From an optimization exercise on the open Yosys and OpenROAD flow, aimed at small area and a short achievable clock period; shortcuts taken in it are not production practice.
Function not checked in this run: the RTL went through the layout flow alone.
No activity file was given, so power comes from the tool's default toggle rates.

$ cat flow/constraint.sdc
create_clock -name core_clock -period 120.0 [get_ports {clk}]
set_input_delay 24.0000 -clock core_clock [delete_from_list [all_inputs] [get_ports {clk}]]
set_output_delay 24.0000 -clock core_clock [all_outputs]
set_load 0.01 [all_outputs]
$ cat flow/design.v
module uart_tx (
    input wire rst,        	   
    input wire clk,        	   
    input wire [7:0] data, 	   
    input wire [31:0] baudrate,    
    input wire valid,      	   
    input wire [1:0] stop_bits,    
    input wire parity_en,	   
    input wire parity_type,	   
    output reg ready,      	   
    output reg tx	   	   
);
localparam [2:0]
    IDLE        = 3'd0,     
    START_BIT   = 3'd1,     
    DATA_BITS   = 3'd2,     
    PARITY_BIT  = 3'd3,	    
    STOP_BIT    = 3'd4;	    
reg [7:0] shift_reg;
reg [2:0] bit_count;
reg [2:0]  state;
reg parity_bit;
wire final_parity;
assign final_parity = parity_type ? ~(^data) : ^data;
reg [31:0] baud_counter;
wire [31:0] baud_limit;
assign baud_limit = (25000000/baudrate) - 1;
reg valid_prev;
always @(posedge clk or posedge rst) begin
    if (rst) begin
        state <= IDLE;
        tx <= 1'b1;
        ready <= 1'b1;
        shift_reg <= 0;
        bit_count <= 0;
	baud_counter <= 0;
	valid_prev <= 1'b0;
	parity_bit <= 1'b0;
    end else begin
	    valid_prev <= valid;
        case (state)
            IDLE: begin
                tx <= 1'b1;
                if (ready && valid && !valid_prev) begin
                    state <= START_BIT;
                    shift_reg <= data;
		    baud_counter <= 0;
                    ready <= 1'b0;
		    parity_bit <= final_parity;
                end
            end
            START_BIT: begin
                tx <= 1'b0;  
                if (baud_counter == baud_limit) begin
                    state <= DATA_BITS;
		    baud_counter <= 0;
		    bit_count <= 0;
	        end else begin
		    baud_counter <= baud_counter +1;
                end
            end
            DATA_BITS: begin
                tx <= shift_reg[0]; 
                if (baud_counter == baud_limit) begin
                    shift_reg <= {1'b0, shift_reg[7:1]};  
		    baud_counter <= 0;
		    bit_count <= bit_count + 1;
                    if (bit_count == 7) begin  
                        state <= parity_en ? PARITY_BIT : STOP_BIT;
                    end
                end else begin
                    baud_counter <= baud_counter + 1;
                end
            end
	    PARITY_BIT: begin
		    tx <= parity_bit;
		    if (baud_counter == baud_limit) begin
			    state <= STOP_BIT;
		    end else begin
		    baud_counter <= baud_counter +1;
	            end
	    end
            STOP_BIT: begin
                tx <= 1'b1; 
		if (stop_bits == 2'd0) begin
			if (baud_counter == (baud_limit*2)) begin
				baud_counter <= 0;
				state <= IDLE;
				ready <= 1'b1;
                        end else begin
				baud_counter <= baud_counter +1;
			end
		end else if (stop_bits == 2'd1) begin
			if (baud_counter == (baud_limit*3)) begin
                                baud_counter <= 0;
                                state <= IDLE;
                                ready <= 1'b1;
                        end else begin
                                baud_counter <= baud_counter +1;
                        end
	        end else if (stop_bits == 2'd2) begin
			if (baud_counter == (baud_limit*5/2)) begin
				baud_counter <= 0;
				state <= IDLE;
				ready <= 1'b1;
                        end else begin
				baud_counter <= baud_counter +1;
			end
		end
	    end
        endcase
    end
end
endmodule
module uart_rx (
    input wire rst,        	   
    input wire clk,        	   
    input wire rx,	   	   
    input wire [31:0] baudrate,    
    input wire valid,      	   
    input wire [1:0] stop_bits,    
    input wire parity_en,	   
    input wire parity_type,	   
    output wire parity_valid,	   
    output reg ready,      	   
    output reg [7:0] rx_data
);
reg [31:0] baud_counter;
reg [3:0] bit_counter;
reg [2:0] state;
reg parity_bit;
reg parity_calc;
reg rx_prev;
localparam [2:0]
    IDLE        = 3'd0,     
    START_BIT   = 3'd1,     
    DATA_BITS   = 3'd2,       
    PARITY_BIT  = 3'd3,	    
    STOP_BIT    = 3'd4;	    
wire [31:0] baud_limit;
wire [31:0] half_baud_limit;
assign baud_limit = (25000000/baudrate) - 1;
assign half_baud_limit = baud_limit / 2;
always @(posedge clk or posedge rst) begin
    if (rst) begin
        state        <= IDLE;
        bit_counter  <= 0;
	baud_counter <= 0;
	rx_data      <= 0;
	ready        <= 1'b1;
	parity_bit   <= 1'b0;
	parity_calc  <= 1'b0;
	rx_prev      <= 1'b1;
    end else begin
	    rx_prev  <= rx;
	    case (state)
		    IDLE: begin
			    ready   <= 1'b1;
			    rx_data <= 0;
			    if (valid && rx_prev && !rx) begin   
				    state <= START_BIT;
				    baud_counter <= 0;
				    parity_calc  <= 1'b0;
				    ready        <= 1'b0;
			    end
		    end
		    START_BIT: begin
			    if (baud_counter == half_baud_limit) begin
				    if (valid && !rx) begin
					    state <= DATA_BITS;
					    baud_counter <= 0;
					    bit_counter  <= 0;
				    end else begin
					    state <= IDLE;
				    end
			    end else begin
				    baud_counter <= baud_counter +1;
			    end
		    end
		    DATA_BITS: begin
			    if (baud_counter == baud_limit) begin
				    baud_counter <= 0;
				    if (valid) begin
					    rx_data[bit_counter] <= rx;
					    parity_calc <= parity_calc ^ rx;
				    end
				    if (bit_counter == 7) begin
					    if (parity_en) begin
						    state <= PARITY_BIT;
					    end else begin
						    state <= STOP_BIT;
					    end
				    end else begin
					    bit_counter <= bit_counter + 1;
				    end
			    end else begin
				    baud_counter <= baud_counter + 1;
			    end
		    end
		    PARITY_BIT: begin
			    if (baud_counter == baud_limit) begin
				    baud_counter <= 0;
				    if (valid) parity_bit <= rx;
				    state <= STOP_BIT;
		            end else begin
				    baud_counter <= baud_counter + 1;
			    end
		    end
		    STOP_BIT: begin
			    if (stop_bits == 2'd0) begin
				    if (baud_counter == baud_limit) begin
					    baud_counter <= 0;
					    state <= IDLE;
					    ready <= 1'b1;
				    end else begin
					    baud_counter <= baud_counter +1;
				    end
			    end else if (stop_bits == 2'd1) begin
				    if (baud_counter == (baud_limit*2)) begin
					    baud_counter <= 0;
					    state <= IDLE;
					    ready <= 1'b1;
				    end else begin
					    baud_counter <= baud_counter +1;
				    end
			    end else if (stop_bits == 2'd2) begin
				    if (baud_counter == (baud_limit + half_baud_limit)) begin
					    baud_counter <= 0;
					    state <= IDLE;
					    ready <= 1'b1;
				    end else begin
					    baud_counter <= baud_counter +1;
				    end
			    end
		    end
	    endcase
    end
end
assign parity_valid = parity_en ? ((parity_type == 0) ? (parity_calc == parity_bit) : (parity_calc != parity_bit)) : 1'b1;
endmodule
module uart_top (
    input  wire        clk,
    input  wire        rst,
    input  wire [31:0] baudrate,
    input  wire [1:0]  stop_bits,
    input  wire        parity_en,
    input  wire        parity_type,
    input  wire [7:0]  tx_data,
    input  wire        tx_valid,
    output wire        tx_ready,
    output wire        tx,
    input  wire        rx,
    input  wire        rx_valid,
    output wire        rx_ready,
    output wire [7:0]  rx_data,
    output wire        rx_parity_valid
);
uart_tx u_tx (
    .rst(rst),
    .clk(clk),
    .data(tx_data),
    .baudrate(baudrate),
    .valid(tx_valid),
    .stop_bits(stop_bits),
    .parity_en(parity_en),
    .parity_type(parity_type),
    .ready(tx_ready),
    .tx(tx)
);
uart_rx u_rx (
    .rst(rst),
    .clk(clk),
    .rx(rx),
    .baudrate(baudrate),
    .valid(rx_valid),
    .stop_bits(stop_bits),
    .parity_en(parity_en),
    .parity_type(parity_type),
    .parity_valid(rx_parity_valid),
    .ready(rx_ready),
    .rx_data(rx_data)
);
endmodule
$ cat flow/run.sh
#!/bin/bash
# synth_recipe.tcl (not shown) runs the flow's synth.tcl, then flattens the netlist and writes it again
# the make line also repeats each setting of config.mk as NAME=value (left out here)
make -C /OpenROAD-flow-scripts/flow DESIGN_CONFIG=/design/flow/config.mk WORK_HOME=/design/flow/orfs CLKGATE_MAP_FILE= SYNTH_SCRIPT=/design/flow/synth_recipe.tcl finish
$ cat flow/config.mk
export PLATFORM = sky130hd
export DESIGN_NAME = uart_top
export DESIGN_NICKNAME = uart_top
export VERILOG_FILES = /design/flow/design.v
export SDC_FILE = /design/flow/constraint.sdc
export NUM_CORES = 4
export LEC_CHECK = 0
export CAP_MARGIN = 20
export CORE_MARGIN = 2
export CORE_UTILIZATION = 40
export PLACE_DENSITY = 0.6
export SLEW_MARGIN = 20
==> impl_metrics.py <==
metrics = {
    "detailed_routing": {
        "ant_nets": 0,
        "wirelength_met1_mm": 82.6,
        "drtPass1Iterations": 6,
        "dr_wl_met3_mm": 17.3,
        "drc": 0,
        "vias_per_cell": 6.51,
        "post_drt_wl_per_cell_um": 24.4,
        "top_layer": "met5",
        "wl_mm": 197,
        "via_count": 52400,
        "drt-initial-drc-count": 5809,
        "wl_met2_mm": 85.4,
    },
    "final_layout": {
        "reg_top3": "u_rx.baud_counter (32), u_tx.baud_counter (32)",
        "mostFrequentLayoutCell": "nor2_1",
        "area_delta_synth_final_pct": 5.25,
        "layout.cells.non_filler": 8049,
        "most-common-layout-cells": "nor2_1, nand2_1, ha_1",
        "regArea_um2": 2530,
        "drive_gt1_share_pct": 6.06,
        "final_area_um2": 48800,
        "fill_cells": 12000,
        "multi_input_area_um2": 41500,
        "layout.nets": 7172,
    },
    "synth": {
        "seq_area_frac_synth_pct": 5.47,
        "synth_seq_cells": 101,
        "async_flop_share_pct": 100,
        "yosysUniqueCellTypes": 132,
        "synth_edf_count": 0,
        "syn_nets": 7293,
        "synthFlopType": "dfrtp_1",
        "yosys_warnings": 2,
        "avgSynthCellArea_um2": 6.97,
        "synth_area_um2": 46300,
        "synthCells": 6649,
    },
    "grt": {
        "grt_pass1_vias": 48600,
        "grt_max_degree": 65,
        "grt_pass1_wl_mm": 295,
        "overflow": 0,
        "antenna_found_initial": 10,
        "grt_usage_pct": 31.8,
    },
    "timing": {
        "min_period_ns": 112.35,
        "tns_ns": 0,
        "tightest_slew_ns": 1.13,
        "setup_viol": 0,
        "fin_skew_ns": 0.0198,
        "max_freq_mhz": 8.90,
        "rsz0062_at_grt": "false",
        "slew_headroom_pct": 24.4,
        "slew_viol_final": 0,
        "hold_violations": 0,
        "fin_crit_sh_pct": 93.6,
    },
    "setup_path": {
        "rr_worst_depth": 14,
        "crit_start": "baudrate[16]",
        "cp.arrival_ns": 112.64,
        "ff2ff_setup_slack_ns": 114.67,
        "max_stage_delay_ns": 0.96,
        "crit_required_ns": 120.28,
        "cp_common_cell": "ha_1",
        "path_class": "primary input to flip-flop",
        "cp_slowest_cell": "nor4b_2",
        "start_kind": "primary input",
        "critPathCaptureType": "flip-flop",
        "rr_startpoint": "u_rx.baud_counter[0]$_DFFE_PP0P_",
        "cp_max_fo": 43,
        "r2r-end": "u_rx.baud_counter[19]$_DFFE_PP0P_",
    },
    "placed_design": {
        "portBuffers": 60,
        "routabilityCongestion": 1.05,
        "place_area_um2": 48400,
        "dp.cells": 8028,
        "hpwl_mm": 156,
    },
    "clock_network": {
        "ctsResizeCount": 0,
        "cts-root-buf": "clkbuf_16",
        "cts_tree": "done",
        "ctsHoldBuffers": 0,
        "cts.sinks": 101,
        "clockBufferDepth": 2,
        "post_cts.repair.setup_buffers": 0,
        "insertion_delay_ns": 0.39,
        "cts_made_buffers": 9,
        "clkTransAtPathRegs_ns": 0.09,
        "htree_levels": 3,
    },
    "pwr": {
        "total_leakage_power_nw": 21.2,
        "ir_drop_mv": 0.00732,
        "power.density_nw_per_um2": 3.18,
    },
    "hold_path": {
        "hold_class": "flip-flop to flip-flop",
        "hold_start": "u_rx.rx_data[0]$_DFFE_PP0P_",
        "hold-path-cell-count": 1,
        "holdPathEnd": "u_rx.rx_data[0]$_DFFE_PP0P_",
    },
    "floorplanning": {
        "fp.coreArea_um2": 115000,
        "dieArea_um2": 119000,
        "row_count": 124,
        "ioPinCount": 61,
        "die_h_um": 344,
        "initial_utilization_pct": 40.4,
        "die_w_um": 344,
    },
    "status": {
        "status": "finished clean",
    },
    "run": {
        "drv_cap": 0,
    },
}
[how the worst max path moves through the flow]
stage / depth (start not counted) / endpoint
after floorplan: 356 / u_tx.baud_counter[12]$_DFFE_PP0P_
after global placement: 308 / u_rx.baud_counter[19]$_DFFE_PP0P_
after detailed placement: 312 / u_rx.baud_counter[19]$_DFFE_PP0P_
after CTS: 312 / u_rx.baud_counter[19]$_DFFE_PP0P_
after global routing: 312 / u_rx.baud_counter[19]$_DFFE_PP0P_
final: 311 / u_rx.baud_counter[19]$_DFFE_PP0P_
[layer usage]
metal | up-vias | GRT usage, %
li1 | 24500 | -
met1 | 24700 | 41.7
met2 | 2622 | 51.1
met3 | 601 | 4.67
met4 | 6 | 15.5
met5 | - | 0
[per-stage QoR]
step / hold WS (ns) / worst slack (ns) / power, mW / util, %
floorplan: 0.456 / 20.74 / 0.0978 / -
global placement: 0.477 / 11.10 / 0.119 / 42.2
detailed placement: 0.488 / 10.02 / 0.120 / 42.2
CTS: 0.506 / 10.13 / 0.153 / 42.5
global route: 0.532 / 3.01 / 0.164 / 42.5
finish: 0.505 / 7.65 / 0.155 / 42.5
[power breakdown]
part	switching [mW]	total, mW	internal (mW)	leakage, nW
Clock	0.0167	0.0335	0.0168	0.157
Sequential	0.0000336	0.0341	0.0341	1.20
Combinational	0.0532	0.0875	0.0343	19.8
[area by class of cell]
type | instances | area share [%]
sequential | 101 | 5.19
antenna | 4 | 0.0205
clock buffer | 9 | 0.462
timing repair buffer | 168 | 2.89
clock inverter | 7 | 0.187
multi-input combinational | 5950 | 85.1
inverter | 298 | 2.30
tap | 1512 | 3.88
[cells by family (layout without fill, tap and decap cells)]
family          count (synthesis)  after routing  share of synthesized area [%]
simple gates                 2410           2410                           25.6
compound gates               2205           2205                           32.3
xor+xnor                      609            609                           12.3
buf+inv                       598            482                           5.27
fa+ha+maj                     595            595                           16.1
mux                           130            130                           3.03
flops                         101            101                           5.47
other cells                     1              5                        0.00810
[worst max-delay path: cells and delay by family]
family	cells	cell delay, ns
compound gates	149	42.20
simple gates	98	27.03
fa+ha+maj	32	9.95
buf+inv	25	6.56
mux	4	1.53
xor+xnor	3	0.98
[Yosys cell counts, types with 66 or more instances]
cell / instances / area (um^2)
nor2b_1: 66 / 413
a31oi_1: 118 / 738
clkbuf_1: 186 / 698
nand2b_1: 94 / 588
xor2_1: 145 / 1270
a21o_1: 205 / 1540
inv_1: 295 / 1110
mux2_2: 79 / 890
a21oi_1: 516 / 2580
and3_1: 81 / 507
nand2_1: 611 / 2290
nand3_1: 197 / 986
o21ai_0: 413 / 2070
o31ai_1: 66 / 495
xnor2_1: 438 / 3840
a211oi_1: 70 / 526
dfrtp_1: 97 / 2430
nand4_1: 86 / 538
nor3_1: 234 / 1170
nor2_1: 648 / 2430
ha_1: 593 / 7420
or3_1: 70 / 438
o21a_1: 157 / 1180
and2_1: 67 / 419

[port drivers added, routing unchanged]
Ports are ideal in the flow. The routed layout listed here was re-timed in OpenROAD. Step 1 (the two cells are an assumption about what drives the block):
set clk [get_ports {clk}]
set_driving_cell -lib_cell sky130_fd_sc_hd__clkbuf_16 $clk
set_driving_cell -lib_cell sky130_fd_sc_hd__buf_2 [delete_from_list [all_inputs] $clk]
Step 2 adds t to the input delays and takes it off the output delays; t is the mean of the earliest and latest rising clock arrival at the registers after step 1. Input paths then give back, and output paths get back, about the clock's delay inside the block. a / b / c = no drivers / after step 1 / after step 2; a / b = the first two.
shift t [ns]: 0.428
slack for setup (ns): 7.648 / 7.667 / 7.239
worst data-port slew with drivers (ns): 0.07
After both steps setup and hold are still met in this run. The setup slack of this run moves by +0.019 ns with the drivers and by -0.409 ns with both steps.
